From an optimization exercise on the open Yosys and OpenROAD flow, aimed at small area, a short achievable clock period and few clock cycles; shortcuts taken in it are not production practice. Function was checked by simulation only, so behaviour that the tests miss may differ from the original. Power is estimated from default activity; no workload was simulated.

==> inputs of job 9106 <==
// custom_riscv_core
module custom_riscv_core #(
    parameter RESET_VECTOR = 32'h00000000
)(
    input  wire        clk,
    input  wire        rst_n,
    output wire [31:0] iwb_adr_o,
    input  wire [31:0] iwb_dat_i,
    output wire        iwb_cyc_o,
    output wire        iwb_stb_o,
    input  wire        iwb_ack_i,
    output wire [31:0] dwb_adr_o,
    output wire [31:0] dwb_dat_o,
    input  wire [31:0] dwb_dat_i,
    output wire        dwb_we_o,
    output wire [3:0]  dwb_sel_o,
    output wire        dwb_cyc_o,
    output wire        dwb_stb_o,
    input  wire        dwb_ack_i,
    input  wire        dwb_err_i,
    input  wire [31:0] interrupts
);
==> flow/config.mk <==
export PLATFORM = sky130hd
export DESIGN_NAME = custom_riscv_core
export DESIGN_NICKNAME = custom_riscv_core
export VERILOG_FILES = /design/flow/design.v
export SDC_FILE = /design/flow/constraint.sdc
export NUM_CORES = 4
export LEC_CHECK = 0
export ABC_CLOCK_PERIOD_IN_PS = 4000
export CAP_MARGIN = 35
export CORE_MARGIN = 2
export CORE_UTILIZATION = 50
export CTS_BUF_LIST = sky130_fd_sc_hd__clkbuf_8
export PLACE_DENSITY = 0.65
export SETUP_SLACK_MARGIN = 5
export SLEW_MARGIN = 35
export TNS_END_PERCENT = 100
==> flow/constraint.sdc <==
create_clock -name core_clock -period 11.0 [get_ports {clk}]
set_input_delay 2.2000 -clock core_clock [delete_from_list [all_inputs] [get_ports {clk}]]
set_output_delay 2.2000 -clock core_clock [all_outputs]
set_load 0.01 [all_outputs]
run.sh (not shown) runs the stock make flow with config.mk's settings and CLKGATE_MAP_FILE= SYNTH_SCRIPT=/design/flow/synth_recipe.tcl, a recipe that flattens the netlist after the stock synthesis.
==> job 547 (differences from job 9106) <==
--- a/flow/design.v
+++ b/flow/design.v
@@ -29,11 +29,11 @@
     input  wire        start,      
     input  wire [2:0]  f3,
     input  wire [31:0] a,
     input  wire [31:0] b,
     input  wire [4:0]  rd,
-    output wire        idle,       
+    output wire        idle,
     output wire        busy,       
     output reg  [4:0]  mrd,
     output reg         rdy,        
     input  wire        wr,         
     output wire [31:0] res
@@ -46,16 +46,15 @@
     reg [31:0] dB;
     reg [32:0] mA;
     reg [2:0]  mf3;
     reg        selhi, negres, ismul;
     reg [1:0]  mk;
-    assign idle = (st == S_IDLE) && (!rdy || wr);    
-    assign busy = (st != S_IDLE) || rdy;
+    assign idle = (st == S_IDLE) && !rdy;
+    assign busy = !idle;
     wire        b_sgn  = (mf3[1:0] == 2'b01);                         
     wire [7:0]  bbyte  = dB[7:0];
-    reg         mtop;                                              
-    wire        ctop   = mtop && bbyte[7];
+    wire        ctop   = b_sgn && (mk == 2'd3) && bbyte[7];
     wire        mlast  = (mk == 2'd3) || (dB[31:8] == 24'd0);
     wire signed [8:0]  c9  = {ctop, bbyte};
     wire signed [41:0] mp  = $signed(mA) * c9;
     wire signed [41:0] msum = mp + $signed(hi);
     wire        d_sgn = ~f3[0];                  
@@ -139,11 +138,10 @@
                     if (!f3[2]) begin
                         mA <= {((f3[1:0] == 2'b01) || (f3[1:0] == 2'b10)) & a[31], a};
                         dB <= b;
                         hi <= 33'd0;
                         mk <= 2'd0;
-                        mtop <= 1'b0;
                         negres <= 1'b0;
                     end else begin
                         dB <= absb;
                         if (dzero) begin
                             hi <= {1'b0, absa};
@@ -164,11 +162,10 @@
             S_MUL: begin
                 hi <= msum[40:8];
                 lo <= {msum[7:0], lo[31:8]};
                 dB <= {8'd0, dB[31:8]};
                 if (!mlast) mk <= mk + 2'd1;
-                mtop <= b_sgn && (mk == 2'd2);
             end
             S_DIV: begin
                 hi <= {1'b0, rn};
                 lo <= {lo[29:0], qd};
             end
@@ -309,13 +306,11 @@
     input  wire [31:0] interrupts
 );
     reg         run;         
     reg         ev;          
     reg         stl;         
-    reg  [31:0] fa_t, fa_s;  
-    reg         fa_sel;      
-    wire [31:0] fa = fa_sel ? fa_t : fa_s;    
+    reg  [31:0] fa;          
     reg  [31:0] ir;          
     reg  [31:0] pc;          
     reg  [31:0] opa;         
     reg  [31:0] opb;         
     reg         mis;         
@@ -391,17 +386,17 @@
     always @(posedge clk) csr_wv <= csr_wnext;
     wire [3:0]  exc_code = e_illegal ? 4'd2 : e_ebreak ? 4'd3 : e_ecall ? 4'd11 :
                            c_st ? 4'd6 : 4'd4;
     wire [31:0] exc_val  = irq_take ? 32'd0 : e_illegal ? ir : e_ebreak ? pc :
                            e_ecall ? 32'd0 : opb;
-    wire stall_nm = go && (((c_ld || c_st) && !dwb_ack_i) || (c_csr && !stl));
-    wire e_wr  = go && c_wr && !c_m && !stall_nm;
-    assign mdu_wr = mdu_rdy && !e_wr;
-    wire stall = stall_nm || (go && c_m && !mdu_idle);
+    wire ld_fin = go && c_ld && dwb_ack_i;
+    assign mdu_wr = mdu_rdy && !ld_fin;
+    wire stall = go && (((c_ld || c_st) && !dwb_ack_i) || (c_m && !mdu_idle) || (c_csr && !stl) ||
+                        (mdu_wr && c_wr && !c_m));
     wire fire  = ev && !stall;              
     wire redir = trap || mret;              
-    wire wen_e = e_wr;
+    wire wen_e = go && !stall && c_wr && !c_m;
     wire [31:0] wdata_e = c_ld ? ld_v :
                           c_csr ? csr_rdata : alu_res;
     wire wen   = mdu_wr ? (mdu_rd != 5'd0) : wen_e;
     wire [4:0]  wa    = mdu_wr ? mdu_rd : rd;
     wire [31:0] wdata = mdu_wr ? mdu_res : wdata_e;
@@ -471,12 +466,11 @@
     wire        f_ltu = (rv1 < rv2);
     wire        f_lts = ($signed(rv1) < $signed(rv2));
     wire        bcond = ff3[2] ? ((ff3[1] ? f_ltu : f_lts) ^ ff3[0]) : (!ff3[1] && (f_eq ^ ff3[0]));
     wire [31:0] tgt  = fa + imm_t;
     wire [31:0] pc4  = fa + 32'd4;
-    wire        ntk  = f_jal || (f_br && bcond);
-    wire [31:0] nsq  = f_jalr ? {agen[31:1], 1'b0} : pc4;
+    wire [31:0] npc  = (f_jal || (f_br && bcond)) ? tgt : f_jalr ? {agen[31:1], 1'b0} : pc4;
     wire [31:0] opa_n = (f_lui || f_auipc || f_jal || f_jalr) ? 32'd0 : f_store ? rv2 : rv1;
     wire [31:0] opb_n = (f_load || f_store) ? agen :
                         (f_jal || f_jalr) ? pc4 :
                         f_auipc ? tgt :
                         f_lui ? imm_u :
@@ -485,26 +479,24 @@
     always @(posedge clk or negedge rst_n) begin
         if (!rst_n) begin
             run <= 1'b0;
             ev  <= 1'b0;
             stl <= 1'b0;
-            fa_s <= RESET_VECTOR;
-            fa_sel <= 1'b0;
+            fa  <= RESET_VECTOR;
         end else begin
             run <= 1'b1;
             stl <= ev && !fire;
             if (!ev || fire) begin
                 ev <= take;
-                if (trap) begin fa_s <= trap_vec; fa_sel <= 1'b0; end
-                else if (mret) begin fa_s <= mepc; fa_sel <= 1'b0; end
-                else if (take) begin fa_s <= nsq; fa_sel <= ntk; end
+                if (trap) fa <= trap_vec;
+                else if (mret) fa <= mepc;
+                else if (take) fa <= npc;
             end
         end
     end
     always @(posedge clk) begin
         if (take) begin
-            fa_t  <= tgt;
             ir    <= fi;
             pc    <= fa;
             opa   <= opa_n;
             opb   <= opb_n;
             mis   <= mis_n;
Settings changed: CORE_UTILIZATION 50 to 40, CTS_BUF_LIST sky130_fd_sc_hd__clkbuf_8 to not set, PLACE_DENSITY 0.65 to 0.6.
==> job 7012 (differences from job 9106) <==
--- a/flow/design.v
+++ b/flow/design.v
@@ -309,13 +309,11 @@
     input  wire [31:0] interrupts
 );
     reg         run;         
     reg         ev;          
     reg         stl;         
-    reg  [31:0] fa_t, fa_s;  
-    reg         fa_sel;      
-    wire [31:0] fa = fa_sel ? fa_t : fa_s;    
+    reg  [31:0] fa;          
     reg  [31:0] ir;          
     reg  [31:0] pc;          
     reg  [31:0] opa;         
     reg  [31:0] opb;         
     reg         mis;         
@@ -471,12 +469,11 @@
     wire        f_ltu = (rv1 < rv2);
     wire        f_lts = ($signed(rv1) < $signed(rv2));
     wire        bcond = ff3[2] ? ((ff3[1] ? f_ltu : f_lts) ^ ff3[0]) : (!ff3[1] && (f_eq ^ ff3[0]));
     wire [31:0] tgt  = fa + imm_t;
     wire [31:0] pc4  = fa + 32'd4;
-    wire        ntk  = f_jal || (f_br && bcond);
-    wire [31:0] nsq  = f_jalr ? {agen[31:1], 1'b0} : pc4;
+    wire [31:0] npc  = (f_jal || (f_br && bcond)) ? tgt : f_jalr ? {agen[31:1], 1'b0} : pc4;
     wire [31:0] opa_n = (f_lui || f_auipc || f_jal || f_jalr) ? 32'd0 : f_store ? rv2 : rv1;
     wire [31:0] opb_n = (f_load || f_store) ? agen :
                         (f_jal || f_jalr) ? pc4 :
                         f_auipc ? tgt :
                         f_lui ? imm_u :
@@ -485,26 +482,24 @@
     always @(posedge clk or negedge rst_n) begin
         if (!rst_n) begin
             run <= 1'b0;
             ev  <= 1'b0;
             stl <= 1'b0;
-            fa_s <= RESET_VECTOR;
-            fa_sel <= 1'b0;
+            fa  <= RESET_VECTOR;
         end else begin
             run <= 1'b1;
             stl <= ev && !fire;
             if (!ev || fire) begin
                 ev <= take;
-                if (trap) begin fa_s <= trap_vec; fa_sel <= 1'b0; end
-                else if (mret) begin fa_s <= mepc; fa_sel <= 1'b0; end
-                else if (take) begin fa_s <= nsq; fa_sel <= ntk; end
+                if (trap) fa <= trap_vec;
+                else if (mret) fa <= mepc;
+                else if (take) fa <= npc;
             end
         end
     end
     always @(posedge clk) begin
         if (take) begin
-            fa_t  <= tgt;
             ir    <= fi;
             pc    <= fa;
             opa   <= opa_n;
             opb   <= opb_n;
             mis   <= mis_n;
Settings changed: CORE_UTILIZATION 50 to 40, CTS_BUF_LIST sky130_fd_sc_hd__clkbuf_8 to not set, PLACE_DENSITY 0.65 to 0.6.
==> flow_metrics.tcl <==
set metrics [dict create \
    seq_cells 1731 \
    synth_area_leaders "edfxtp_1 30%, mux4_2 12%, dfrtp_1 7.8%, fa_1 4.4%, ha_1 4.1%" \
    dr.pass1.iters 8 \
    numCtsBuffers 203 \
    synthMuxAreaShare 0.168 \
    maxPowerGroup "combinational cells" \
    drive_above_1_share 0.257 \
    yosys.area_share.simple 0.128 \
    multi_input_area_um2 78500 \
    syn-cell-area_um2 126000 \
    avgSynthCellArea_um2 10.6 \
    fin_crit_sh 0.646 \
    status "complete, no violations" \
    fin_ws_ns 3.89 \
]
[end of results for job 547]
==> flow_metrics.tcl <==
set metrics [dict create \
    status "complete, no violations" \
    syn-cell-area_um2 125000 \
    pg_clk_mw 6.85 \
    numCtsBuffers 197 \
    synth_area_leaders "edfxtp_1 31%, mux4_2 12%, dfrtp_1 8.0%, fa_1 4.5%, ha_1 4.1%" \
    drive_above_1_share 0.232 \
    dr.pass1.iters 10 \
    crit_family "simple AND/OR/NAND/NOR gates" \
    avgSynthCellArea_um2 10.7 \
    fin_crit_sh 0.637 \
    seq_cells 1732 \
    yosys.area_share.simple 0.120 \
    multi_input_area_um2 75300 \
]
[end of results for job 7012]
==> flow_metrics.tcl <==
set metrics [dict create \
    status "complete, no violations" \
    synth_area_leaders "edfxtp_1 31%, mux4_2 12%, dfrtp_1 7.8%, fa_1 4.4%, ha_1 4.0%" \
    seq_cells 1766 \
    n_all_inverters 467 \
    maxPowerGroup "sequential cells" \
    dr.pass1.iters 12 \
    multi_input_area_um2 77000 \
    cp-endpoint "opb[24]" \
    pwr-share-comb 0.268 \
    yosys.area_share.simple 0.123 \
    slowest_delay_ns 0.62 \
    drive_above_1_share 0.241 \
    fmax_mhz 153 \
    synthMuxAreaShare 0.167 \
    numCtsBuffers 314 \
    path_depth 23 \
    avgSynthCellArea_um2 10.6 \
    fin_ws_ns 4.45 \
]
[end of results for job 9106]
Testbench counts of job 9106, summed over its fixed seeds: cycles 109,426.
Testbench counts of job 547, summed over its fixed seeds: cycles 115,177.
Testbench counts of job 7012, summed over its fixed seeds: cycles 109,426.

[port drivers added, routing unchanged]
The results above use ideal ports. As a check the final layouts listed here were re-extracted and re-timed, cells and wires unchanged. Step 1: set_driving_cell puts a clkbuf_16 on clk and a buf_2 on each other input, an assumption about the parent block. Step 2 moves the port delays by t, midway between the first and last clock arrival at a register: inputs arrive t later, outputs are due t later. That takes back most of the time a late clock gives input paths. Slacks: ideal / step 1 / step 2; pairs: ideal / step 1.
| run | t, ns | setup slack, ns | hold slack, ns | clock arrival spread, ns | slew at the worst register clock pin (ns) |
|---|---|---|---|---|---|
| job 9106 | 1.096 | 4.446 / 4.334 / 3.238 | 0.491 / 0.491 / 0.491 | 0.119 / 0.119 | 0.07 / 0.07 |
| job 547 | 1.003 | 3.893 / 3.770 / 2.767 | 0.474 / 0.474 / 0.474 | 0.118 / 0.118 | 0.07 / 0.07 |
| job 7012 | 0.976 | 3.992 / 3.771 / 2.794 | 0.482 / 0.482 / 0.482 | 0.117 / 0.117 | 0.08 / 0.08 |
After both steps setup and hold are still met in every run listed. The setup slack of job 9106, which loses most, moves by -0.112 ns with the drivers and by -1.208 ns with both steps.
